Source: an optimization exercise on an open RTL-to-GDS flow (aim: small area). Production flows keep margins and buffers that such runs may drop.
Function was checked by simulation only, so behaviour that the tests miss may differ from the original.

Setup of v6:
## top
module top
  (
    input clk,
    input rstn,
    input en,
    input [15 : 0] xin,
    output y
  );
  integer i;
  function [23 : 0] add24;
    input [23 : 0] a;
    input [23 : 0] b;
    input ci;
    integer k;
    reg c;
    begin
      c = ci;
      for (k = 0; k < 24; k = k + 1)
      begin
        add24[k] = a[k] ^ b[k] ^ c;
        c = (a[k] & b[k]) | (c & (a[k] ^ b[k]));
      end
    end
  endfunction
  function geu16;
    input [15 : 0] a;
    input [15 : 0] b;
    integer k;
    reg c;
    begin
      c = 1'b1;
      for (k = 0; k < 16; k = k + 1)
        c = (a[k] & ~b[k]) | (c & (a[k] | ~b[k]));
      geu16 = c;
    end
  endfunction
  function ges16;
    input [15 : 0] a;
    input [15 : 0] b;
    begin
      ges16 = geu16({~a[15], a[14 : 0]}, {~b[15], b[14 : 0]});
    end
  endfunction
  function [23 : 0] sx16;
    input [15 : 0] a;
    begin
      sx16 = {{8{a[15]}}, a};
    end
  endfunction
  reg [5 : 0] vcnt;
  wire vld1 = |vcnt;
  wire vld6 = vcnt[5] | vcnt[4] | vcnt[3] | (vcnt[2] & vcnt[1]);
  wire vld12 = vcnt[5] | vcnt[4] | (vcnt[3] & vcnt[2]);
  wire vld16 = vcnt[5] | vcnt[4];
  wire vld29 = vcnt[5] | (vcnt[4] & vcnt[3] & vcnt[2] & (vcnt[1] | vcnt[0]));
  wire vld32 = vcnt[5];
  reg [15 : 0] lx [0 : 11];
  reg [15 : 0] ly0_r, ly1_r;
  wire [15 : 0] ly0 = vld1 ? ly0_r : 16'd0;
  wire [15 : 0] ly1 = vld1 ? ly1_r : 16'd0;
  wire [15 : 0] lx0 = vld1 ? lx[0] : 16'd0;
  wire [15 : 0] lx5 = vld6 ? lx[5] : 16'd0;
  wire [15 : 0] lx11 = vld12 ? lx[11] : 16'd0;
  wire [23 : 0] yl_a = add24({sx16(ly0), 1'b0}, sx16(lx0), 1'b0);
  wire [23 : 0] yl_b = add24(yl_a, sx16(lx11), 1'b0);
  wire [23 : 0] yl_c = add24(sx16(ly1), {sx16(lx5), 1'b0}, 1'b0);
  wire [23 : 0] yl = add24(yl_b, ~yl_c, 1'b1);
  reg [15 : 0] hx [1 : 31];
  reg [1 : 0] hx0_lo_r;
  wire [1 : 0] hx0_lo = vld1 ? hx0_lo_r : 2'd0;
  wire [15 : 0] hx0 = {ly0[13 : 0], hx0_lo};
  wire [15 : 0] hx15 = vld16 ? hx[15] : 16'd0;
  wire [15 : 0] hx31 = vld32 ? hx[31] : 16'd0;
  reg [15 : 0] hy0_r;       
  wire [15 : 0] hy0 = vld1 ? hy0_r : 16'd0;
  ...
Size: ~6200 cells after synthesis, about 1800 flip-flops, roughly 20 I/O pins, roughly 87000 um2 of cells after synthesis.
==> flow/config.mk <==
export PLATFORM = sky130hd
export DESIGN_NAME = top
export DESIGN_NICKNAME = top
export VERILOG_FILES = /design/flow/design.v
export SDC_FILE = /design/flow/constraint.sdc
export NUM_CORES = 4
export LEC_CHECK = 0
export ABC_AREA = 1
export CAP_MARGIN = 20
export CORE_MARGIN = 2
export CORE_UTILIZATION = 65
export CTS_CLUSTER_DIAMETER = 100
export CTS_CLUSTER_SIZE = 20
export SLEW_MARGIN = 20
==> flow/constraint.sdc <==
create_clock -name core_clock -period 80.0 [get_ports {clk}]
set_input_delay 16.0000 -clock core_clock [delete_from_list [all_inputs] [get_ports {clk}]]
set_output_delay 16.0000 -clock core_clock [all_outputs]
set_load 0.01 [all_outputs]
standard.sh (not shown) runs the stock make flow with config.mk's settings and CLKGATE_MAP_FILE= SYNTH_SCRIPT=/design/flow/synth_recipe.tcl, a recipe that flattens the netlist after the stock synthesis.
==> flow/flow/run.sh <==
#!/bin/bash
# Standard layout, except that synthesis maps the logic with an area-oriented
# ABC script (flow/abc_area.script).  Yosys, its register handling and every
# later step are the standard ones: synthesis runs with a copy of the ORFS
# scripts folder that differs only in abc_area.script, and the remaining
# steps run with the stock scripts.
set -euo pipefail
here=$(pwd)
rm -rf "$here/synth_scripts"
cp -r "$FLOW_HOME/scripts" "$here/synth_scripts"
cp "$here/flow/abc_area.script" "$here/synth_scripts/abc_area.script"
SCRIPTS_DIR="$here/synth_scripts" bash standard.sh synth > "$here/synth.log" 2>&1
bash standard.sh > "$here/layout.log" 2>&1
==> flow/flow/abc_area.script <==
strash
dc2
dch -f
amap
topo
stime -c
buffer -c
upsize -c
dnsize -c
Looking at the reports, v6 completed the entire flow and the layout it produced met the timing, design-rule and antenna checks.
#### Input delta (v7 over v6)
==> flow/run.sh (new file) <==
#!/bin/bash
# synth_recipe.tcl (not shown) runs the flow's synth.tcl, then flattens the netlist and writes it again
# the make line also repeats each setting of config.mk as NAME=value (left out here)
make -C /OpenROAD-flow-scripts/flow DESIGN_CONFIG=/design/flow/config.mk WORK_HOME=/design/flow/orfs CLKGATE_MAP_FILE= SYNTH_SCRIPT=/design/flow/synth_recipe.tcl finish
removed: flow/flow/run.sh
removed: flow/flow/abc_area.script
removed: flow/standard.sh
--- outcome ---
Both conditions hold for v7: the flow ran to the end and the final layout passed the timing, design-rule and antenna checks. v7: die area 6000 um2 above v6. Compared v6 against v7; proportion of final cell area spent on non-clock buffers within noise. Against v6, routed wire length in v7 rose by a few percent. | clock skew | v7 vs v6 | 0.0091 ns lower |. | mean routed wirelength per cell | higher: v6 |. Compared with v6, v7 shows a share of cell area taken by multi-input logic gates that is 1.6 points higher. Between v7 and v6, it is v7 whose share of the synthesized area in compound gates (AO/OA/AOI/OAI) is lower, by 4.0 points.

separate check: timing with driven ports:
Ports are ideal in the flow. The routed layouts listed here were re-timed in OpenROAD. Step 1 assumes that a clkbuf_16 drives the clock port and a buf_2 every other input. Step 2 adds t to the input delays and takes it off the output delays; t is the mean of the earliest and latest rising clock arrival at the registers after step 1. Input paths then give back, and output paths get back, about the clock's delay inside the block. a / b / c = ideal / step 1 / step 2; a / b = the first two.
run | t, ns | slack for setup (ns) | worst setup path at the end | cell pins on the clock port's net
v6 | 0.807 | 46.604 / 46.525 / 46.525 | input to output | 1
v7 | 0.800 | 46.687 / 46.664 / 46.664 | input to output | 1
After both steps every run listed still meets setup and hold. The setup slack of v6, which loses most, moves by -0.079 ns with the drivers and by -0.079 ns with both steps.
